This is an optimization exercise on Yosys and OpenROAD, whose aim is small area and a short achievable clock period, not a production implementation.
RTL that was checked went through simulation tests only; none was proved equivalent to the original.
Only the layout flow was run in run 1; the RTL was not checked for function there.
Power and IR drop assume default switching activity.

==> flow/design.v, too long to show whole: its modules and the start of the top module <==
// module logical: 93 lines
// module arithmetic: 151 lines
// module multiplier: 902 lines
// module ALU: 49 lines
module ALU(
input clk,
input [15:0] a, b,
input [3*8:0] op,
output [31:0] out
    );
  // ...
==> flow/flow/run.sh <==
#!/bin/bash
# Layout flow: the standard ORFS flow, with
#  - the generated multiplier, adder and result-select modules mapped gate for gate onto
#    cells (flow/map_cells.py) before synthesis, so Yosys keeps their structure as written;
#  - small port buffers, a small clock tree without dummy loads, and an optional
#    timing-repair slack target.
set -euo pipefail
MARGIN=$(cat flow/margin.txt 2>/dev/null || echo 0)
BUF=$(cat flow/portbuf.txt 2>/dev/null || echo sky130_fd_sc_hd__buf_2)
CTS=$(cat flow/cts_args.txt 2>/dev/null || echo "-sink_clustering_enable -repair_clock_nets")
python3 flow/map_cells.py design.v design_mapped.v > map_cells.log 2>&1
bash standard.sh "VERILOG_FILES=$PWD/design_mapped.v" "BUFFER_PORTS_ARGS=-buffer_cell $BUF" \
  "SETUP_SLACK_MARGIN=$MARGIN" "CTS_ARGS=$CTS" finish > standard.log 2>&1
==> flow/flow/cts_args.txt <==
-buf_list sky130_fd_sc_hd__clkbuf_4 -root_buf sky130_fd_sc_hd__clkbuf_8 -sink_clustering_enable -sink_clustering_size 8 -sink_clustering_max_diameter 60 -dont_use_dummy_load -repair_clock_nets
==> flow/flow/map_cells.py <==
#!/usr/bin/env python3
"""Maps the generated modules of design.v (multiplier, arithmetic, logical) gate for gate onto sky130
cells before synthesis. In those modules each gate is one assign driving a net named KIND_N
(KIND_N_s / KIND_N_c for the sum and carry of an adder); KIND names the cell. Other lines are
kept; the multiplier's product register becomes dfxtp cells named as Yosys names them.
usage: map_cells.py design.v out.v"""
import re, sys

CELL = {
    'inv': ('inv_1', ['A'], ['Y']),
    'nand2': ('nand2_1', ['A', 'B'], ['Y']),
    'nor2': ('nor2_1', ['A', 'B'], ['Y']),
    'fa': ('fa_1', ['A', 'B', 'CIN'], ['SUM', 'COUT']),
    'ha': ('ha_1', ['A', 'B'], ['SUM', 'COUT']),
    'xor2': ('xor2_1', ['A', 'B'], ['X']),
    'xnor2': ('xnor2_1', ['A', 'B'], ['Y']),
    'a21oi': ('a21oi_1', ['A1', 'A2', 'B1'], ['Y']),
    'o21ai': ('o21ai_1', ['A1', 'A2', 'B1'], ['Y']),
    'a222oi': ('a222oi_1', ['A1', 'A2', 'B1', 'B2', 'C1', 'C2'], ['Y']),
    'a22oi': ('a22oi_1', ['A1', 'A2', 'B1', 'B2'], ['Y']),
    'nand3': ('nand3_1', ['A', 'B', 'C'], ['Y']),
    'and2': ('and2_1', ['A', 'B'], ['X']),
    'and2b': ('and2b_1', ['A_N', 'B'], ['X']),
    'nor2b': ('nor2b_1', ['A', 'B_N'], ['Y']),
    'nor3': ('nor3_1', ['A', 'B', 'C'], ['Y']),
    'nor4': ('nor4_1', ['A', 'B', 'C', 'D'], ['Y']),
    'nand4': ('nand4_1', ['A', 'B', 'C', 'D'], ['Y']),
    'a21o': ('a21o_1', ['A1', 'A2', 'B1'], ['X']),
}
# drive strength by fanout inside the module: (fanout at least, cell)
SIZES = {
    'inv': [(4, 'inv_2'), (8, 'inv_4')],
    'nand2': [(4, 'nand2_2')],
    'nor2': [(4, 'nor2_2'), (8, 'nor2_4')],
    'a21oi': [(4, 'a21oi_2'), (8, 'a21oi_4')],
    'o21ai': [(5, 'o21ai_2'), (9, 'o21ai_4')],
    'nor3': [(4, 'nor3_2'), (8, 'nor3_4')],
    'and2': [(4, 'and2_2'), (8, 'and2_4')],
}
IDENT = r'[A-Za-z_][A-Za-z0-9_]*(?:\s*\[\s*\d+\s*\])?'
GATE = re.compile(r'\s*assign\s+((' + '|'.join(CELL) + r')(?:X(\d+))?_(\d+)(?:_([sc]))?)\s*=\s*([^;]*);\s*$')


def map_module(mod):
    gates = {}
    out = []
    for line in mod.split('\n'):
        m = GATE.match(line)
        if not m:
            out.append(line)
            continue
        lhs, kind, size, idx, part, rhs = m.groups()
        ins = []
        for t in re.findall(IDENT, rhs):
            t = re.sub(r'\s+', '', t)
            if t not in ins:
                ins.append(t)
        e = gates.get(idx)
        if e is None:
            e = gates[idx] = {'kind': kind, 'size': size, 'ins': None, 'outs': {}, 'pos': len(out)}
            out.append(None)
        if part in (None, 's'):
            e['ins'] = ins
        e['outs'][part] = lhs
    fanout = {}
    for e in gates.values():
        for s in e['ins']:
            fanout[s] = fanout.get(s, 0) + 1
    for line in out:
        if line is not None and not line.lstrip().startswith('sky130'):
            for t in re.findall(IDENT, line):
                fanout[t] = fanout.get(t, 0) + 1
    for idx, e in gates.items():
        cell, ip, op = CELL[e['kind']]
        outs0 = list(e['outs'].values())
        fo = max(fanout.get(o, 0) for o in outs0)
        for lim, big in SIZES.get(e['kind'], []):
            if fo >= lim:
                cell = big
        if e['size']:
            cell = cell.rsplit('_', 1)[0] + '_' + e['size']
        assert len(e['ins']) == len(ip), (idx, e)
        outs = [e['outs'][None]] if None in e['outs'] else [e['outs']['s'], e['outs']['c']]
        pins = [f'.{p}({s})' for p, s in zip(ip, e['ins'])] + \
               [f'.{p}({s})' for p, s in zip(op, outs)]
        out[e['pos']] = f'sky130_fd_sc_hd__{cell} g{idx} (' + ', '.join(pins) + ');'
    text = '\n'.join(out)
    m = re.search(r'always\s*@\s*\(\s*posedge\s+clk\s*\)\s*C\s*<=\s*prod\s*;', text)
    if m:
        regs = '\n'.join(f'sky130_fd_sc_hd__dfxtp_1 \\C[{c}]$_DFF_P_  (.CLK(clk), .D(prod[{c}]), .Q(C[{c}]));'
                         for c in range(32))
        text = text[:m.start()] + regs + text[m.end():]
        text = re.sub(r'output\s+reg\s+\[31:0\]\s*C', 'output [31:0] C', text)
    return text, len(gates)


src = open(sys.argv[1]).read()
total = 0
for name in ('multiplier', 'arithmetic', 'logical'):
    m = re.search(r'module\s+' + name + r'\s*\(.*?\bendmodule\b', src, re.S)
    if m:
        text, n = map_module(m.group(0))
        src = src[:m.start()] + text + src[m.end():]
        total += n
open(sys.argv[2], 'w').write(src)
print(f'mapped {total} gates', file=sys.stderr)
==> flow/standard.sh <==
#!/bin/bash
# synth_recipe.tcl (not shown) runs the flow's synth.tcl, then flattens the netlist and writes it again
# the make line also repeats each setting of config.mk as NAME=value (left out here)
make -C /OpenROAD-flow-scripts/flow DESIGN_CONFIG=/design/flow/config.mk WORK_HOME=/design/flow/orfs CLKGATE_MAP_FILE= SYNTH_SCRIPT=/design/flow/synth_recipe.tcl "${@:-finish}"
==> flow/config.mk <==
export PLATFORM = sky130hd
export DESIGN_NAME = ALU
export DESIGN_NICKNAME = ALU
export VERILOG_FILES = /design/flow/design.v
export SDC_FILE = /design/flow/constraint.sdc
export NUM_CORES = 4
export LEC_CHECK = 0
export CAP_MARGIN = 20
export CORE_MARGIN = 2
export CORE_UTILIZATION = 40
export SLEW_MARGIN = 20
==> flow/constraint.sdc <==
create_clock -name core_clock -period 28.0 [get_ports {clk}]
set_input_delay 5.6000 -clock core_clock [delete_from_list [all_inputs] [get_ports {clk}]]
set_output_delay 5.6000 -clock core_clock [all_outputs]
set_load 0.01 [all_outputs]
==> results.ini, run 1 <==
[outcome]
outcome=timing/DRC/antenna clean

[clock_network]
hold_buffers=0

[critical_path]
crit_buf_inv=3

[synthesis]
syn-num-nets=1258
ys_warn_count=0
synthXorXnorAreaFrac_pct=9.78
async_flop_share_pct=0
synth_cell_types=49

[route]
drt-initial-drc-count=808
drc=0
num_vias=7784
drt_pass1_iterations=7
drt-met1-wl_mm=11.3

[grt]
overflow=0

[cells_and_area]
top_area_cell_class=multi-input gates
regArea_um2=641
clockBufferCount=5
largest_reg_flops=32
final_cells=1344
nFillCells=2195
multiInputGateArea_um2=8160

[placed_design]
routabilityCongestion=0.863

[pwr]
seq_power_share_pct=33.0

[sta]
slew_headroom_pct=50.4
slew_violations=0

==> module arithmetic, before the edit <==
module arithmetic(input [15:0] A, input [15:0] B, input o1, output [15:0] S, output [1:0] lt, output [15:0] p, output [15:0] g);
wire invX2_10001, invX2_10002, invX2_10003, invX2_10004, xor2_10005, xor2_10006, and2b_10007, xor2_10008, xor2_10009, and2b_10010, xor2_10011, xor2_10012, and2b_10013, xor2_10014, xor2_10015, and2b_10016;
wire xor2_10017, xor2_10018, and2b_10019, xor2_10020, xor2_10021, and2b_10022, xor2_10023, xor2_10024, and2b_10025, xor2_10026, xor2_10027, and2b_10028, xor2_10029, xor2_10030, and2b_10031, xor2_10032;
wire xor2_10033, and2b_10034, xor2_10035, xor2_10036, and2b_10037, xor2_10038, xor2_10039, and2b_10040, xor2_10041, xor2_10042, and2b_10043, xor2_10044, xor2_10045, and2b_10046, xor2_10047, xor2_10048;
wire and2b_10049, xor2_10050, xor2_10051, and2b_10052, a21oi_10053, a21oi_10054, nand2_10055, a21oi_10056, nand2_10057, a21oi_10058, nand2_10059, a21oi_10060, nand2_10061, a21oi_10062, nand2_10063, a21oi_10064;
wire nand2_10065, a21oi_10066, nand2_10067, inv_10068, a21oi_10069, o21ai_10070, inv_10071, a21oi_10072, inv_10073, nand2_10074, o21ai_10075, nor2_10076, inv_10077, a21oi_10078, inv_10079, nand2_10080;
wire o21ai_10081, nor2_10082, inv_10083, a21oi_10084, inv_10085, nand2_10086, o21ai_10087, nor2_10088, a21oi_10089, inv_10090, o21ai_10091, inv_10092, o21ai_10093, a21oi_10094, a21oi_10095, nand2_10096;
wire inv_10097, o21ai_10098, inv_10099, nand2_10100, inv_10101, o21ai_10102, inv_10103, nand2_10104, a21oi_10105, nand2_10106, inv_10107, a21oi_10108, o21ai_10109, o21ai_10110, inv_10111, a21oi_10112;
wire o21ai_10113, inv_10114, o21ai_10115, inv_10116, o21ai_10117, o21ai_10118, xor2_10120, xnor2_10121, xnor2_10122, xor2_10123, xnor2_10124, xor2_10125, xor2_10126, xnor2_10127, xnor2_10128, xor2_10129;
wire xor2_10130, xnor2_10131, xor2_10132, xor2_10133, xor2_10134, xor2_10135, a21oiX4_10136, a21oiX4_10137;
assign invX2_10001 = ~o1;
assign invX2_10002 = ~o1;
assign invX2_10003 = ~o1;
assign invX2_10004 = ~o1;
assign xor2_10005 = A[0] ^ B[0];
assign xor2_10006 = xor2_10005 ^ invX2_10001;
assign and2b_10007 = ~xor2_10006 & A[0];
assign xor2_10008 = A[1] ^ B[1];
assign xor2_10009 = xor2_10008 ^ invX2_10001;
assign and2b_10010 = ~xor2_10009 & A[1];
assign xor2_10011 = A[2] ^ B[2];
assign xor2_10012 = xor2_10011 ^ invX2_10001;
assign and2b_10013 = ~xor2_10012 & A[2];
assign xor2_10014 = A[3] ^ B[3];
assign xor2_10015 = xor2_10014 ^ invX2_10001;
assign and2b_10016 = ~xor2_10015 & A[3];
assign xor2_10017 = A[4] ^ B[4];
assign xor2_10018 = xor2_10017 ^ invX2_10002;
assign and2b_10019 = ~xor2_10018 & A[4];
assign xor2_10020 = A[5] ^ B[5];
assign xor2_10021 = xor2_10020 ^ invX2_10002;
assign and2b_10022 = ~xor2_10021 & A[5];
assign xor2_10023 = A[6] ^ B[6];
assign xor2_10024 = xor2_10023 ^ invX2_10002;
assign and2b_10025 = ~xor2_10024 & A[6];
assign xor2_10026 = A[7] ^ B[7];
assign xor2_10027 = xor2_10026 ^ invX2_10002;
assign and2b_10028 = ~xor2_10027 & A[7];
assign xor2_10029 = A[8] ^ B[8];
assign xor2_10030 = xor2_10029 ^ invX2_10003;
assign and2b_10031 = ~xor2_10030 & A[8];
assign xor2_10032 = A[9] ^ B[9];
assign xor2_10033 = xor2_10032 ^ invX2_10003;
assign and2b_10034 = ~xor2_10033 & A[9];
assign xor2_10035 = A[10] ^ B[10];
assign xor2_10036 = xor2_10035 ^ invX2_10003;
assign and2b_10037 = ~xor2_10036 & A[10];
assign xor2_10038 = A[11] ^ B[11];
assign xor2_10039 = xor2_10038 ^ invX2_10003;
assign and2b_10040 = ~xor2_10039 & A[11];
assign xor2_10041 = A[12] ^ B[12];
assign xor2_10042 = xor2_10041 ^ invX2_10004;
assign and2b_10043 = ~xor2_10042 & A[12];
assign xor2_10044 = A[13] ^ B[13];
assign xor2_10045 = xor2_10044 ^ invX2_10004;
assign and2b_10046 = ~xor2_10045 & A[13];
assign xor2_10047 = A[14] ^ B[14];
assign xor2_10048 = xor2_10047 ^ invX2_10004;
assign and2b_10049 = ~xor2_10048 & A[14];
assign xor2_10050 = A[15] ^ B[15];
assign xor2_10051 = xor2_10050 ^ invX2_10004;
assign and2b_10052 = ~xor2_10051 & A[15];
assign a21oi_10053 = ~((xor2_10006 & invX2_10001) | and2b_10007);
assign a21oi_10054 = ~((xor2_10012 & and2b_10010) | and2b_10013);
assign nand2_10055 = ~(xor2_10012 & xor2_10009);
assign a21oi_10056 = ~((xor2_10018 & and2b_10016) | and2b_10019);
assign nand2_10057 = ~(xor2_10018 & xor2_10015);
assign a21oi_10058 = ~((xor2_10024 & and2b_10022) | and2b_10025);
assign nand2_10059 = ~(xor2_10024 & xor2_10021);
assign a21oi_10060 = ~((xor2_10030 & and2b_10028) | and2b_10031);
assign nand2_10061 = ~(xor2_10030 & xor2_10027);
assign a21oi_10062 = ~((xor2_10036 & and2b_10034) | and2b_10037);
assign nand2_10063 = ~(xor2_10036 & xor2_10033);
assign a21oi_10064 = ~((xor2_10042 & and2b_10040) | and2b_10043);
assign nand2_10065 = ~(xor2_10042 & xor2_10039);
assign a21oi_10066 = ~((xor2_10048 & and2b_10046) | and2b_10049);
assign nand2_10067 = ~(xor2_10048 & xor2_10045);
assign inv_10068 = ~a21oi_10053;
assign a21oi_10069 = ~((xor2_10009 & inv_10068) | and2b_10010);
assign o21ai_10070 = ~((nand2_10055 | a21oi_10053) & a21oi_10054);
assign inv_10071 = ~a21oi_10056;
assign a21oi_10072 = ~((xor2_10021 & inv_10071) | and2b_10022);
assign inv_10073 = ~nand2_10057;
assign nand2_10074 = ~(xor2_10021 & inv_10073);
assign o21ai_10075 = ~((nand2_10059 | a21oi_10056) & a21oi_10058);
assign nor2_10076 = ~(nand2_10059 | nand2_10057);
assign inv_10077 = ~a21oi_10060;
assign a21oi_10078 = ~((xor2_10033 & inv_10077) | and2b_10034);
assign inv_10079 = ~nand2_10061;
assign nand2_10080 = ~(xor2_10033 & inv_10079);
assign o21ai_10081 = ~((nand2_10063 | a21oi_10060) & a21oi_10062);
assign nor2_10082 = ~(nand2_10063 | nand2_10061);
assign inv_10083 = ~a21oi_10064;
assign a21oi_10084 = ~((xor2_10045 & inv_10083) | and2b_10046);
assign inv_10085 = ~nand2_10065;
assign nand2_10086 = ~(xor2_10045 & inv_10085);
assign o21ai_10087 = ~((nand2_10067 | a21oi_10064) & a21oi_10066);
assign nor2_10088 = ~(nand2_10067 | nand2_10065);
assign a21oi_10089 = ~((xor2_10015 & o21ai_10070) | and2b_10016);
assign inv_10090 = ~o21ai_10070;
assign o21ai_10091 = ~((nand2_10057 | inv_10090) & a21oi_10056);
assign inv_10092 = ~o21ai_10070;
assign o21ai_10093 = ~((nand2_10074 | inv_10092) & a21oi_10072);
assign a21oi_10094 = ~((nor2_10076 & o21ai_10070) | o21ai_10075);
assign a21oi_10095 = ~((xor2_10039 & o21ai_10081) | and2b_10040);
assign nand2_10096 = ~(xor2_10039 & nor2_10082);
assign inv_10097 = ~o21ai_10081;
assign o21ai_10098 = ~((nand2_10065 | inv_10097) & a21oi_10064);
assign inv_10099 = ~nand2_10065;
assign nand2_10100 = ~(inv_10099 & nor2_10082);
assign inv_10101 = ~o21ai_10081;
assign o21ai_10102 = ~((nand2_10086 | inv_10101) & a21oi_10084);
assign inv_10103 = ~nand2_10086;
assign nand2_10104 = ~(inv_10103 & nor2_10082);
assign a21oi_10105 = ~((nor2_10088 & o21ai_10081) | o21ai_10087);
assign nand2_10106 = ~(nor2_10088 & nor2_10082);
assign inv_10107 = ~a21oi_10094;
assign a21oi_10108 = ~((xor2_10027 & inv_10107) | and2b_10028);
assign o21ai_10109 = ~((nand2_10061 | a21oi_10094) & a21oi_10060);
assign o21ai_10110 = ~((nand2_10080 | a21oi_10094) & a21oi_10078);
assign inv_10111 = ~a21oi_10094;
assign a21oi_10112 = ~((nor2_10082 & inv_10111) | o21ai_10081);
assign o21ai_10113 = ~((nand2_10096 | a21oi_10094) & a21oi_10095);
assign inv_10114 = ~o21ai_10098;
assign o21ai_10115 = ~((nand2_10100 | a21oi_10094) & inv_10114);
assign inv_10116 = ~o21ai_10102;
assign o21ai_10117 = ~((nand2_10104 | a21oi_10094) & inv_10116);
assign o21ai_10118 = ~((nand2_10106 | a21oi_10094) & a21oi_10105);
assign xor2_10120 = xor2_10006 ^ invX2_10001;
assign xnor2_10121 = ~(xor2_10009 ^ a21oi_10053);
assign xnor2_10122 = ~(xor2_10012 ^ a21oi_10069);
assign xor2_10123 = xor2_10015 ^ o21ai_10070;
assign xnor2_10124 = ~(xor2_10018 ^ a21oi_10089);
assign xor2_10125 = xor2_10021 ^ o21ai_10091;
assign xor2_10126 = xor2_10024 ^ o21ai_10093;
assign xnor2_10127 = ~(xor2_10027 ^ a21oi_10094);
assign xnor2_10128 = ~(xor2_10030 ^ a21oi_10108);
assign xor2_10129 = xor2_10033 ^ o21ai_10109;
assign xor2_10130 = xor2_10036 ^ o21ai_10110;
assign xnor2_10131 = ~(xor2_10039 ^ a21oi_10112);
assign xor2_10132 = xor2_10042 ^ o21ai_10113;
assign xor2_10133 = xor2_10045 ^ o21ai_10115;
assign xor2_10134 = xor2_10048 ^ o21ai_10117;
assign xor2_10135 = xor2_10051 ^ o21ai_10118;
assign a21oiX4_10136 = ~((xor2_10051 & o21ai_10118) | and2b_10052);
assign a21oiX4_10137 = ~((xor2_10051 & o21ai_10118) | and2b_10052);
assign S = {xor2_10135, xor2_10134, xor2_10133, xor2_10132, xnor2_10131, xor2_10130, xor2_10129, xnor2_10128, xnor2_10127, xor2_10126, xor2_10125, xnor2_10124, xor2_10123, xnor2_10122, xnor2_10121, xor2_10120};
assign p = {xor2_10050, xor2_10047, xor2_10044, xor2_10041, xor2_10038, xor2_10035, xor2_10032, xor2_10029, xor2_10026, xor2_10023, xor2_10020, xor2_10017, xor2_10014, xor2_10011, xor2_10008, xor2_10005};
assign g = {and2b_10052, and2b_10049, and2b_10046, and2b_10043, and2b_10040, and2b_10037, and2b_10034, and2b_10031, and2b_10028, and2b_10025, and2b_10022, and2b_10019, and2b_10016, and2b_10013, and2b_10010, and2b_10007};
assign lt = {a21oiX4_10137, a21oiX4_10136};
endmodule
==> module ALU, before the edit <==
module ALU(
input clk,
input [15:0] a, b,
input [3*8:0] op,
output [31:0] out
    );
wire [7:0] c0 = op[7:0], c1 = op[15:8], c2 = op[23:16];
wire z2  = (op[24:16] == 9'd0);          
wire z1  = z2 & (c1 == 8'd0);            
wire t3  = ~op[24];                      
wire is_mul  = z1 & (c0 == "*");
wire is_add  = z1 & (c0 == "+");
wire is_sub  = z1 & (c0 == "-");
wire is_not  = z1 & (c0 == "~");
wire is_or   = z1 & (c0 == "|");
wire is_and  = z1 & (c0 == "&");
wire is_xor  = z1 & (c0 == "^");
wire tl      = z2 & (c1 == "~");
wire is_nand = tl & (c0 == "&");
wire is_nor  = tl & (c0 == "|");
wire is_xnor = tl & (c0 == "^");
wire is_shl  = z2 & (c1 == "<") & (c0 == "<");
wire is_shr  = z2 & (c1 == ">") & (c0 == ">");
wire as_     = t3 & (c2 == "a") & (c1 == "s");
wire ro_     = t3 & (c2 == "r") & (c1 == "o");
wire is_asl  = as_ & (c0 == "l");
wire is_asr  = as_ & (c0 == "r");
wire is_rol  = ro_ & (c0 == "l");
wire is_ror  = ro_ & (c0 == "r");
wire is_cmp  = t3 & (c2 == "c") & (c1 == "m") & (c0 == "p");
wire [15:0] s, p, g;
wire [1:0] lt;                           
arithmetic AA1(.A(a), .B(b), .o1(op[1]), .S(s), .lt(lt), .p(p), .g(g));
wire ne = |p;                            
wire [31:0] m;
multiplier M(.clk(clk), .A1(a), .B1(b), .op(op), .C(m));
wire as = is_add | is_sub;
logical L(.a(a), .p(p), .g(g), .s(s), .m(m[16:0]),
  .k_g(is_and | is_nand),
  .k_p(is_or | is_xor | is_nor | is_xnor),
  .k_a(is_not | is_or | is_nor),
  .inv(is_not | is_nand | is_nor | is_xnor),
  .as(as), .add(is_add),
  .left(is_shl | is_asl | is_rol), .rol(is_rol),
  .right(is_shr | is_asr | is_ror), .asr(is_asr), .ror(is_ror),
  .mul(is_mul), .cmp(is_cmp), .lt(lt), .ne(ne),
  .x(out[16:0]));
assign out[31:17] = {15{is_mul}} & m[31:17];
endmodule
==> run 2: changes to the inputs <==
--- a/flow/design.v
+++ b/flow/design.v
@@ -86,134 +86,134 @@
 assign a22oi_20079 = ~((mul & m[15]) | (cmp & lt[1]));
 assign a22oi_20080 = ~((asr & a[15]) | (ror & a[0]));
 assign nand4_20081 = ~(a22oi_20078 & a22oi_20079 & a22oi_20080 & xor2_20077);
 assign inv_20082 = ~add;
 assign nor2_20083 = ~(inv_20082 | lt[0]);
 assign a21o_20084 = (mul & m[16]) | nor2_20083;
 assign x = {a21o_20084, nand4_20081, nand3_20075, nand3_20070, nand3_20065, nand3_20060, nand3_20055, nand3_20050, nand3_20045, nand3_20040, nand3_20035, nand3_20030, nand3_20025, nand3_20020, nand3_20015, nand3_20010, nand3_20005};
 endmodule
-module arithmetic(input [15:0] A, input [15:0] B, input o1, output [15:0] S, output [1:0] lt, output [15:0] p, output [15:0] g);
-wire invX2_10001, invX2_10002, invX2_10003, invX2_10004, xor2_10005, xor2_10006, and2b_10007, xor2_10008, xor2_10009, and2b_10010, xor2_10011, xor2_10012, and2b_10013, xor2_10014, xor2_10015, and2b_10016;
-wire xor2_10017, xor2_10018, and2b_10019, xor2_10020, xor2_10021, and2b_10022, xor2_10023, xor2_10024, and2b_10025, xor2_10026, xor2_10027, and2b_10028, xor2_10029, xor2_10030, and2b_10031, xor2_10032;
-wire xor2_10033, and2b_10034, xor2_10035, xor2_10036, and2b_10037, xor2_10038, xor2_10039, and2b_10040, xor2_10041, xor2_10042, and2b_10043, xor2_10044, xor2_10045, and2b_10046, xor2_10047, xor2_10048;
-wire and2b_10049, xor2_10050, xor2_10051, and2b_10052, a21oi_10053, a21oi_10054, nand2_10055, a21oi_10056, nand2_10057, a21oi_10058, nand2_10059, a21oi_10060, nand2_10061, a21oi_10062, nand2_10063, a21oi_10064;
+module arithmetic(input [15:0] A, input [15:0] nA, input [15:0] B, input o1, output [15:0] S, output [1:0] lt, output [15:0] p, output [15:0] g);
+wire invX2_10001, invX2_10002, invX2_10003, invX2_10004, xor2_10005, xor2_10006, nor2_10007, xor2_10008, xor2_10009, nor2_10010, xor2_10011, xor2_10012, nor2_10013, xor2_10014, xor2_10015, nor2_10016;
+wire xor2_10017, xor2_10018, nor2_10019, xor2_10020, xor2_10021, nor2_10022, xor2_10023, xor2_10024, nor2_10025, xor2_10026, xor2_10027, nor2_10028, xor2_10029, xor2_10030, nor2_10031, xor2_10032;
+wire xor2_10033, nor2_10034, xor2_10035, xor2_10036, nor2_10037, xor2_10038, xor2_10039, nor2_10040, xor2_10041, xor2_10042, nor2_10043, xor2_10044, xor2_10045, nor2_10046, xor2_10047, xor2_10048;
+wire nor2_10049, xor2_10050, xor2_10051, nor2_10052, a21oi_10053, a21oi_10054, nand2_10055, a21oi_10056, nand2_10057, a21oi_10058, nand2_10059, a21oi_10060, nand2_10061, a21oi_10062, nand2_10063, a21oi_10064;
 wire nand2_10065, a21oi_10066, nand2_10067, inv_10068, a21oi_10069, o21ai_10070, inv_10071, a21oi_10072, inv_10073, nand2_10074, o21ai_10075, nor2_10076, inv_10077, a21oi_10078, inv_10079, nand2_10080;
 wire o21ai_10081, nor2_10082, inv_10083, a21oi_10084, inv_10085, nand2_10086, o21ai_10087, nor2_10088, a21oi_10089, inv_10090, o21ai_10091, inv_10092, o21ai_10093, a21oi_10094, a21oi_10095, nand2_10096;
 wire inv_10097, o21ai_10098, inv_10099, nand2_10100, inv_10101, o21ai_10102, inv_10103, nand2_10104, a21oi_10105, nand2_10106, inv_10107, a21oi_10108, o21ai_10109, o21ai_10110, inv_10111, a21oi_10112;
 wire o21ai_10113, inv_10114, o21ai_10115, inv_10116, o21ai_10117, o21ai_10118, xor2_10120, xnor2_10121, xnor2_10122, xor2_10123, xnor2_10124, xor2_10125, xor2_10126, xnor2_10127, xnor2_10128, xor2_10129;
 wire xor2_10130, xnor2_10131, xor2_10132, xor2_10133, xor2_10134, xor2_10135, a21oiX4_10136, a21oiX4_10137;
 assign invX2_10001 = ~o1;
 assign invX2_10002 = ~o1;
 assign invX2_10003 = ~o1;
 assign invX2_10004 = ~o1;
 assign xor2_10005 = A[0] ^ B[0];
 assign xor2_10006 = xor2_10005 ^ invX2_10001;
-assign and2b_10007 = ~xor2_10006 & A[0];
+assign nor2_10007 = ~(nA[0] | xor2_10006);
 assign xor2_10008 = A[1] ^ B[1];
 assign xor2_10009 = xor2_10008 ^ invX2_10001;
-assign and2b_10010 = ~xor2_10009 & A[1];
+assign nor2_10010 = ~(nA[1] | xor2_10009);
 assign xor2_10011 = A[2] ^ B[2];
 assign xor2_10012 = xor2_10011 ^ invX2_10001;
-assign and2b_10013 = ~xor2_10012 & A[2];
+assign nor2_10013 = ~(nA[2] | xor2_10012);
 assign xor2_10014 = A[3] ^ B[3];
 assign xor2_10015 = xor2_10014 ^ invX2_10001;
-assign and2b_10016 = ~xor2_10015 & A[3];
+assign nor2_10016 = ~(nA[3] | xor2_10015);
 assign xor2_10017 = A[4] ^ B[4];
 assign xor2_10018 = xor2_10017 ^ invX2_10002;
-assign and2b_10019 = ~xor2_10018 & A[4];
+assign nor2_10019 = ~(nA[4] | xor2_10018);
 assign xor2_10020 = A[5] ^ B[5];
 assign xor2_10021 = xor2_10020 ^ invX2_10002;
-assign and2b_10022 = ~xor2_10021 & A[5];
+assign nor2_10022 = ~(nA[5] | xor2_10021);
 assign xor2_10023 = A[6] ^ B[6];
 assign xor2_10024 = xor2_10023 ^ invX2_10002;
-assign and2b_10025 = ~xor2_10024 & A[6];
+assign nor2_10025 = ~(nA[6] | xor2_10024);
 assign xor2_10026 = A[7] ^ B[7];
 assign xor2_10027 = xor2_10026 ^ invX2_10002;
-assign and2b_10028 = ~xor2_10027 & A[7];
+assign nor2_10028 = ~(nA[7] | xor2_10027);
 assign xor2_10029 = A[8] ^ B[8];
 assign xor2_10030 = xor2_10029 ^ invX2_10003;
-assign and2b_10031 = ~xor2_10030 & A[8];
+assign nor2_10031 = ~(nA[8] | xor2_10030);
 assign xor2_10032 = A[9] ^ B[9];
 assign xor2_10033 = xor2_10032 ^ invX2_10003;
-assign and2b_10034 = ~xor2_10033 & A[9];
+assign nor2_10034 = ~(nA[9] | xor2_10033);
 assign xor2_10035 = A[10] ^ B[10];
 assign xor2_10036 = xor2_10035 ^ invX2_10003;
-assign and2b_10037 = ~xor2_10036 & A[10];
+assign nor2_10037 = ~(nA[10] | xor2_10036);
 assign xor2_10038 = A[11] ^ B[11];
 assign xor2_10039 = xor2_10038 ^ invX2_10003;
-assign and2b_10040 = ~xor2_10039 & A[11];
+assign nor2_10040 = ~(nA[11] | xor2_10039);
 assign xor2_10041 = A[12] ^ B[12];
 assign xor2_10042 = xor2_10041 ^ invX2_10004;
-assign and2b_10043 = ~xor2_10042 & A[12];
+assign nor2_10043 = ~(nA[12] | xor2_10042);
 assign xor2_10044 = A[13] ^ B[13];
 assign xor2_10045 = xor2_10044 ^ invX2_10004;
-assign and2b_10046 = ~xor2_10045 & A[13];
+assign nor2_10046 = ~(nA[13] | xor2_10045);
 assign xor2_10047 = A[14] ^ B[14];
 assign xor2_10048 = xor2_10047 ^ invX2_10004;
-assign and2b_10049 = ~xor2_10048 & A[14];
+assign nor2_10049 = ~(nA[14] | xor2_10048);
 assign xor2_10050 = A[15] ^ B[15];
 assign xor2_10051 = xor2_10050 ^ invX2_10004;
-assign and2b_10052 = ~xor2_10051 & A[15];
-assign a21oi_10053 = ~((xor2_10006 & invX2_10001) | and2b_10007);
-assign a21oi_10054 = ~((xor2_10012 & and2b_10010) | and2b_10013);
+assign nor2_10052 = ~(nA[15] | xor2_10051);
+assign a21oi_10053 = ~((xor2_10006 & invX2_10001) | nor2_10007);
+assign a21oi_10054 = ~((xor2_10012 & nor2_10010) | nor2_10013);
 assign nand2_10055 = ~(xor2_10012 & xor2_10009);
-assign a21oi_10056 = ~((xor2_10018 & and2b_10016) | and2b_10019);
+assign a21oi_10056 = ~((xor2_10018 & nor2_10016) | nor2_10019);
 assign nand2_10057 = ~(xor2_10018 & xor2_10015);
-assign a21oi_10058 = ~((xor2_10024 & and2b_10022) | and2b_10025);
+assign a21oi_10058 = ~((xor2_10024 & nor2_10022) | nor2_10025);
 assign nand2_10059 = ~(xor2_10024 & xor2_10021);
-assign a21oi_10060 = ~((xor2_10030 & and2b_10028) | and2b_10031);
+assign a21oi_10060 = ~((xor2_10030 & nor2_10028) | nor2_10031);
 assign nand2_10061 = ~(xor2_10030 & xor2_10027);
-assign a21oi_10062 = ~((xor2_10036 & and2b_10034) | and2b_10037);
+assign a21oi_10062 = ~((xor2_10036 & nor2_10034) | nor2_10037);
 assign nand2_10063 = ~(xor2_10036 & xor2_10033);
-assign a21oi_10064 = ~((xor2_10042 & and2b_10040) | and2b_10043);
+assign a21oi_10064 = ~((xor2_10042 & nor2_10040) | nor2_10043);
 assign nand2_10065 = ~(xor2_10042 & xor2_10039);
-assign a21oi_10066 = ~((xor2_10048 & and2b_10046) | and2b_10049);
+assign a21oi_10066 = ~((xor2_10048 & nor2_10046) | nor2_10049);
 assign nand2_10067 = ~(xor2_10048 & xor2_10045);
 assign inv_10068 = ~a21oi_10053;
-assign a21oi_10069 = ~((xor2_10009 & inv_10068) | and2b_10010);
+assign a21oi_10069 = ~((xor2_10009 & inv_10068) | nor2_10010);
 assign o21ai_10070 = ~((nand2_10055 | a21oi_10053) & a21oi_10054);
 assign inv_10071 = ~a21oi_10056;
-assign a21oi_10072 = ~((xor2_10021 & inv_10071) | and2b_10022);
+assign a21oi_10072 = ~((xor2_10021 & inv_10071) | nor2_10022);
 assign inv_10073 = ~nand2_10057;
 assign nand2_10074 = ~(xor2_10021 & inv_10073);
 assign o21ai_10075 = ~((nand2_10059 | a21oi_10056) & a21oi_10058);
 assign nor2_10076 = ~(nand2_10059 | nand2_10057);
 assign inv_10077 = ~a21oi_10060;
-assign a21oi_10078 = ~((xor2_10033 & inv_10077) | and2b_10034);
+assign a21oi_10078 = ~((xor2_10033 & inv_10077) | nor2_10034);
 assign inv_10079 = ~nand2_10061;
 assign nand2_10080 = ~(xor2_10033 & inv_10079);
 assign o21ai_10081 = ~((nand2_10063 | a21oi_10060) & a21oi_10062);
 assign nor2_10082 = ~(nand2_10063 | nand2_10061);
 assign inv_10083 = ~a21oi_10064;
-assign a21oi_10084 = ~((xor2_10045 & inv_10083) | and2b_10046);
+assign a21oi_10084 = ~((xor2_10045 & inv_10083) | nor2_10046);
 assign inv_10085 = ~nand2_10065;
 assign nand2_10086 = ~(xor2_10045 & inv_10085);
 assign o21ai_10087 = ~((nand2_10067 | a21oi_10064) & a21oi_10066);
 assign nor2_10088 = ~(nand2_10067 | nand2_10065);
-assign a21oi_10089 = ~((xor2_10015 & o21ai_10070) | and2b_10016);
+assign a21oi_10089 = ~((xor2_10015 & o21ai_10070) | nor2_10016);
 assign inv_10090 = ~o21ai_10070;
 assign o21ai_10091 = ~((nand2_10057 | inv_10090) & a21oi_10056);
 assign inv_10092 = ~o21ai_10070;
 assign o21ai_10093 = ~((nand2_10074 | inv_10092) & a21oi_10072);
 assign a21oi_10094 = ~((nor2_10076 & o21ai_10070) | o21ai_10075);
-assign a21oi_10095 = ~((xor2_10039 & o21ai_10081) | and2b_10040);
+assign a21oi_10095 = ~((xor2_10039 & o21ai_10081) | nor2_10040);
 assign nand2_10096 = ~(xor2_10039 & nor2_10082);
 assign inv_10097 = ~o21ai_10081;
 assign o21ai_10098 = ~((nand2_10065 | inv_10097) & a21oi_10064);
 assign inv_10099 = ~nand2_10065;
 assign nand2_10100 = ~(inv_10099 & nor2_10082);
 assign inv_10101 = ~o21ai_10081;
 assign o21ai_10102 = ~((nand2_10086 | inv_10101) & a21oi_10084);
 assign inv_10103 = ~nand2_10086;
 assign nand2_10104 = ~(inv_10103 & nor2_10082);
 assign a21oi_10105 = ~((nor2_10088 & o21ai_10081) | o21ai_10087);
 assign nand2_10106 = ~(nor2_10088 & nor2_10082);
 assign inv_10107 = ~a21oi_10094;
-assign a21oi_10108 = ~((xor2_10027 & inv_10107) | and2b_10028);
+assign a21oi_10108 = ~((xor2_10027 & inv_10107) | nor2_10028);
 assign o21ai_10109 = ~((nand2_10061 | a21oi_10094) & a21oi_10060);
 assign o21ai_10110 = ~((nand2_10080 | a21oi_10094) & a21oi_10078);
 assign inv_10111 = ~a21oi_10094;
 assign a21oi_10112 = ~((nor2_10082 & inv_10111) | o21ai_10081);
 assign o21ai_10113 = ~((nand2_10096 | a21oi_10094) & a21oi_10095);
 assign inv_10114 = ~o21ai_10098;
 assign o21ai_10115 = ~((nand2_10100 | a21oi_10094) & inv_10114);
 assign inv_10116 = ~o21ai_10102;
@@ -230,24 +230,24 @@
 assign xnor2_10128 = ~(xor2_10030 ^ a21oi_10108);
 assign xor2_10129 = xor2_10033 ^ o21ai_10109;
 assign xor2_10130 = xor2_10036 ^ o21ai_10110;
 assign xnor2_10131 = ~(xor2_10039 ^ a21oi_10112);
 assign xor2_10132 = xor2_10042 ^ o21ai_10113;
 assign xor2_10133 = xor2_10045 ^ o21ai_10115;
 assign xor2_10134 = xor2_10048 ^ o21ai_10117;
 assign xor2_10135 = xor2_10051 ^ o21ai_10118;
-assign a21oiX4_10136 = ~((xor2_10051 & o21ai_10118) | and2b_10052);
-assign a21oiX4_10137 = ~((xor2_10051 & o21ai_10118) | and2b_10052);
+assign a21oiX4_10136 = ~((xor2_10051 & o21ai_10118) | nor2_10052);
+assign a21oiX4_10137 = ~((xor2_10051 & o21ai_10118) | nor2_10052);
 assign S = {xor2_10135, xor2_10134, xor2_10133, xor2_10132, xnor2_10131, xor2_10130, xor2_10129, xnor2_10128, xnor2_10127, xor2_10126, xor2_10125, xnor2_10124, xor2_10123, xnor2_10122, xnor2_10121, xor2_10120};
 assign p = {xor2_10050, xor2_10047, xor2_10044, xor2_10041, xor2_10038, xor2_10035, xor2_10032, xor2_10029, xor2_10026, xor2_10023, xor2_10020, xor2_10017, xor2_10014, xor2_10011, xor2_10008, xor2_10005};
-assign g = {and2b_10052, and2b_10049, and2b_10046, and2b_10043, and2b_10040, and2b_10037, and2b_10034, and2b_10031, and2b_10028, and2b_10025, and2b_10022, and2b_10019, and2b_10016, and2b_10013, and2b_10010, and2b_10007};
+assign g = {nor2_10052, nor2_10049, nor2_10046, nor2_10043, nor2_10040, nor2_10037, nor2_10034, nor2_10031, nor2_10028, nor2_10025, nor2_10022, nor2_10019, nor2_10016, nor2_10013, nor2_10010, nor2_10007};
 assign lt = {a21oiX4_10137, a21oiX4_10136};
 endmodule
-module multiplier(input clk, input [15:0] A1, input [15:0] B1, input [24:0] op, output reg [31:0] C);
+module multiplier(input clk, input [15:0] A1, input [15:0] B1, input [24:0] op, output reg [31:0] C, output [15:0] nA);
 wire nor4_1, nor4_2, nor4_3, nor4_4, nor4_5, nor2_6, nand4_7, nand2_8, nand3_9, nor3_10, inv_11, inv_12, inv_13, inv_14, inv_15, inv_16;
 wire inv_17, inv_18, inv_19, inv_20, inv_21, inv_22, inv_23, inv_24, inv_25, inv_26, nand2_27, nand2_28, nand2_29, nand2_30, nand2_31, nand2_32;
 wire nand2_33, nand2_34, nand2_35, nand2_36, nand2_37, nand2_38, nand2_39, nand2_40, nand2_41, nand2_42, nor2_43, nor2_44, nor2_45, nor2_46, nor2_47, nor2_48;
 wire nor2_49, nor2_50, nor2_51, nor2_52, nor2_53, nor2_54, nor2_55, nor2_56, nor2_57, nor2_58, nor2_59, nor2_60, nor2_61, nor2_62, nor2_63, nor2_64;
 wire nor2_65, nor2_66, nor2_67, nor2_68, nor2_69, nor2_70, nor2_71, nor2_72, nor2_73, nor2_74, nor2_75, nor2_76, nor2_77, nor2_78, nor2_79, nor2_80;
 wire nor2_81, nor2_82, nor2_83, nor2_84, nor2_85, nor2_86, nor2_87, nor2_88, nor2_89, nor2_90, nor2_91, nor2_92, nor2_93, nor2_94, nor2_95, nor2_96;
 wire nor2_97, nor2_98, nor2_99, nor2_100, nor2_101, nor2_102, nor2_103, nor2_104, nor2_105, nor2_106, nor2_107, nor2_108, nor2_109, nor2_110, nor2_111, nor2_112;
 wire nor2_113, nor2_114, nor2_115, nor2_116, nor2_117, nor2_118, nor2_119, nor2_120, nor2_121, nor2_122, nor2_123, nor2_124, nor2_125, nor2_126, nor2_127, nor2_128;
@@ -1138,16 +1138,17 @@
 assign xnor2_618 = ~(xnor2_546 ^ o21ai_602);
 assign xor2_619 = xnor2_548 ^ a21oi_591;
 assign xnor2_620 = ~(xnor2_550 ^ o21ai_603);
 assign xor2_621 = xnor2_552 ^ a21oi_585;
 assign xnor2_622 = ~(xnor2_554 ^ o21ai_604);
 assign xor2_623 = xnor2_556 ^ a21oi_593;
 wire [31:0] prod = {o21ai_605, xor2_623, xnor2_622, xor2_621, xnor2_620, xor2_619, xnor2_618, xnor2_617, xnor2_616, xor2_615, xnor2_614, xnor2_613, xnor2_612, xor2_611, xnor2_610, xor2_609, xnor2_608, xnor2_607, xnor2_606, fa_520_s, fa_519_s, fa_518_s, fa_517_s, fa_516_s, fa_515_s, fa_514_s, fa_513_s, fa_512_s, fa_511_s, fa_510_s, ha_509_s, nor2_43};
 always @(posedge clk) C <= prod;
+assign nA = {inv_26, inv_25, inv_24, inv_23, inv_22, inv_21, inv_20, inv_19, inv_18, inv_17, inv_16, inv_15, inv_14, inv_13, inv_12, inv_11};
 endmodule
 module ALU(
 input clk,
 input [15:0] a, b,
 input [3*8:0] op,
 output [31:0] out
     );
 wire [7:0] c0 = op[7:0], c1 = op[15:8], c2 = op[23:16];
@@ -1169,22 +1170,22 @@
 wire is_shr  = z2 & (c1 == ">") & (c0 == ">");
 wire as_     = t3 & (c2 == "a") & (c1 == "s");
 wire ro_     = t3 & (c2 == "r") & (c1 == "o");
 wire is_asl  = as_ & (c0 == "l");
 wire is_asr  = as_ & (c0 == "r");
 wire is_rol  = ro_ & (c0 == "l");
 wire is_ror  = ro_ & (c0 == "r");
 wire is_cmp  = t3 & (c2 == "c") & (c1 == "m") & (c0 == "p");
-wire [15:0] s, p, g;
+wire [15:0] s, p, g, na;
 wire [1:0] lt;                           
-arithmetic AA1(.A(a), .B(b), .o1(op[1]), .S(s), .lt(lt), .p(p), .g(g));
+arithmetic AA1(.A(a), .nA(na), .B(b), .o1(op[1]), .S(s), .lt(lt), .p(p), .g(g));
 wire ne = |p;                            
 wire [31:0] m;
-multiplier M(.clk(clk), .A1(a), .B1(b), .op(op), .C(m));
+multiplier M(.clk(clk), .A1(a), .B1(b), .op(op), .C(m), .nA(na));
 wire as = is_add | is_sub;
 logical L(.a(a), .p(p), .g(g), .s(s), .m(m[16:0]),
   .k_g(is_and | is_nand),
   .k_p(is_or | is_xor | is_nor | is_xnor),
   .k_a(is_not | is_or | is_nor),
   .inv(is_not | is_nand | is_nor | is_xnor),
   .as(as), .add(is_add),
   .left(is_shl | is_asl | is_rol), .rol(is_rol),
==> run 2 against run 1 <==
Net effect: still clean; critical path depth is 2 lower; fmax is 0.23% higher; wire length is 2.2% lower; sequential power hardly changed; final area is 0.43% lower; non-clock buffer count is 4 lower; die area hardly changed; global-route usage is 0.52 points lower; area after synthesis hardly changed; utilization is 0.19 points lower; first-iteration DRC count is 15% lower; sequential share of layout area hardly changed; critical path type unchanged; largest cell class unchanged; highest routed layer unchanged.
==> results.ini, run 2 <==
[pwr]
ir_drop_uv=12.9
leakage_nw=5.08
powerDensity_nw_per_um2=14.2

[clock_network]
cts_tree=built
htree_levels=2
clkSlewWorstSetupHoldPaths_ps=80
cts_buffers=5
clockRootBuffer=clkbuf_8
hold_buffers=0  ; unchanged
numClockSinks=32
post_cts_buffers=0
clock_path_buffers=2
cts-resized-gates=0

[route]
antenna_left=0
via_per_inst=5.77
post_drt_wl_per_cell_um=20.5
drt-initial-drc-count=683  ; -15%
num_vias=7749  ; -0.45%
drt_pass1_iterations=9  ; +2
drc=0  ; unchanged
wirelength_mm=27.5

[grt]
antenna_found_initial=0
grt_pass1_vias=8152
overflow=0  ; unchanged
grt_max_degree=22
grt_pass1_wl_mm=43.9
grt_usage_pct=23.6

[cells_and_area]
final_cells=1343  ; -0.074%
regArea_um2=641  ; unchanged
area_growth_pct=8.17
n_antenna_cell=0
final_common_cell=nor2_1
nNetsFinal=1340
final_cell_mix=nor2_1, fa_1, buf_2
drive_above_1_share_pct=16.8
regMostFlops=M.C
largest_reg_flops=32  ; unchanged
multiInputGateArea_um2=8150  ; -0.20%
nFillCells=2239  ; +2.0%
reg_top3=M.C (32)

[hold_path]
hold_class=in2reg

[die]
fp.coreArea_um2=22500
die_height_um=155
io_pins=90
floorplan.initialDensity_pct=40.6
row_count=55
dieWidth_um=155
die_area_um2=24100

[synthesis]
synth_common_cells=nor2_1, fa_1, xor2_1
yosysTopAreaCell=fa_1
synth.area.top_cells=fa_1, nor2_1, dfxtp_1
synth_flop_cell=dfxtp_1
syn-num-nets=1261  ; +0.24%
ys_seq_elements=32
synthesis.area_um2=9140
seq_area_frac_synth_pct=7.01
synth_most_common_cell=nor2_1
async_flop_share_pct=0  ; unchanged
synth_cell_types=48  ; -2.0%
syn_area_per_cell_um2=9.31
netlist.area_leader.share_pct=45.1
synth_edf_count=0
ys_warn_count=0  ; unchanged
syn_inst=981

[outcome]
outcome=timing/DRC/antenna clean

[sta]
finalCriticalPeriod_ps=13900
slew_headroom_pct=35.9  ; -15 points
worstMarginPinSlew_ps=959
finalSetupTns_ps=0
slew_violations=0  ; unchanged
hold_viol_final=0
max_freq_mhz=72.0
fin_crit_sh_pct=49.6
setup_viol=0
grt_setup_unrepaired=no

[critical_path]
cp-end-kind=output pin
cp_max_fo=9
slowest_delay_ps=450
required_ps=22400
start_kind=primary input
critPathSlowestCell=o21ai_1
crit_arrival_ps=8300
crit_type=in2out
worstPathCellList=buf_2 > xor2_1 > xor2_1 > nand2_1 > o21ai_2 > a21oi_4 > o21ai_1 > a21oi_4 > a22oi_1 > nand3_1 > buf_2

[placed_design]
dp.cells=1338
portBuffers=89
routabilityCongestion=0.886  ; +2.7%
post-dp-hpwl_mm=21.0

[run]
max_cap_viol_count=0

-- run 2: cell count changes in the layout (fill, tap and decap cells not counted), sizes merged, moves of 3 or more --
cell	previous run	this run
and2b	16	0
nor3	2	5
nor4b	2	5
nor2	279	296
and3b	0	3
buf	95	91
or4	5	2
-- run 2: kinds of logic after synthesis --
family	synth area share, %
xor gates and xnor gates	9.78
and+or+nand+nor	22.3
DFF	7.01
AOI/OAI and AO/OA	9.72
buffers and inverters	3.89
adders and majority gates	47.3
-- run 2: metrics by stage --
| stage | power (mW) | setup slack [ps] | hold WS (ps) | cell area (um2) | utilization [%] |
|---|---|---|---|---|---|
| 2_1_floorplan | 0.0831 | 14310 | 5770 | 9140 | - |
| 3_3_place_gp | 0.103 | 14090 | 6070 | 9820 | 43.6 |
| 3_5_place_dp | 0.103 | 13990 | 6080 | 9820 | 43.6 |
| 4_1_cts | 0.140 | 14120 | 5750 | 9880 | 43.9 |
| 5_1_grt | 0.148 | 13800 | 5760 | 9880 | 43.9 |
| 6_report | 0.140 | 14100 | 5760 | 9880 | 43.9 |
-- run 2: layout make-up --
class | instances | area share [%]
repair buffers | 91 | 4.66
flip-flops and latches | 32 | 6.48
inverters | 46 | 2.15
multi-input cells | 884 | 82.4
clock buffers | 5 | 0.696
well taps | 285 | 3.61
-- run 2: report_power, final --
part | internal (mW) | leakage, nW | total, mW | switching, mW
logic | 0.0168 | 4.79 | 0.0576 | 0.0408
registers | 0.0455 | 0.258 | 0.0455 | 0.00000000260
clock network | 0.0161 | 0.0359 | 0.0369 | 0.0208
total | 0.0784 | 5.08 | 0.140 | 0.0615
-- run 2: worst paths after layout --
| check | slack [ps] | to | from | depth (start not counted) |
|---|---|---|---|---|
| worst max-delay path | 14100 | out[8] | a[1] | 11 |
| worst min-delay path | 5760 | M.C[0]$_DFF_P_ | a[0] | 3 |
-- run 2: routing by layer --
layer / share of wire (%) / GRT usage (%) / routed length, um / vias to the layer above
met3: 8.6 / 3.98 / 2380 / 45
met2: 49 / 40.0 / 13500 / 362
met1: 41 / 31.4 / 11200 / 3935
met5: 0 / 0 / 0 / -
met4: 1.5 / 6.31 / 415 / 0
li1: - / - / - / 3407
-- run 2: critical path, delay by kind of cell --
kind                   cells  cell delay (ps)
AO/OA/AOI/OAI              5             1350
XOR/XNOR                   2              730
buffers and inverters      2              340
AND/OR/NAND/NOR            2              270

-- static timing again, ports no longer ideal --
Ports are ideal in the flow. The routed layouts listed here were re-timed in OpenROAD. Step 1: set_driving_cell puts a clkbuf_16 on clk and a buf_2 on each other input, an assumption about the parent block. Step 2 moves the port delays by t, midway between the first and last clock arrival at a register: inputs arrive t later, outputs are due t later. That takes back most of the time a late clock gives input paths. Slacks: no drivers / after step 1 / after step 2; pairs: no drivers / after step 1.
run | shift t [ns] | setup slack, ns | worst setup path after step 2
run 1 | 0.335 | 14.071 / 14.040 / 14.040 | input to output
run 2 | 0.342 | 14.103 / 14.075 / 13.920 | input to register
After both steps every run listed still meets setup and hold. The setup slack of run 2, which loses most, moves by -0.028 ns with the drivers and by -0.183 ns with both steps.
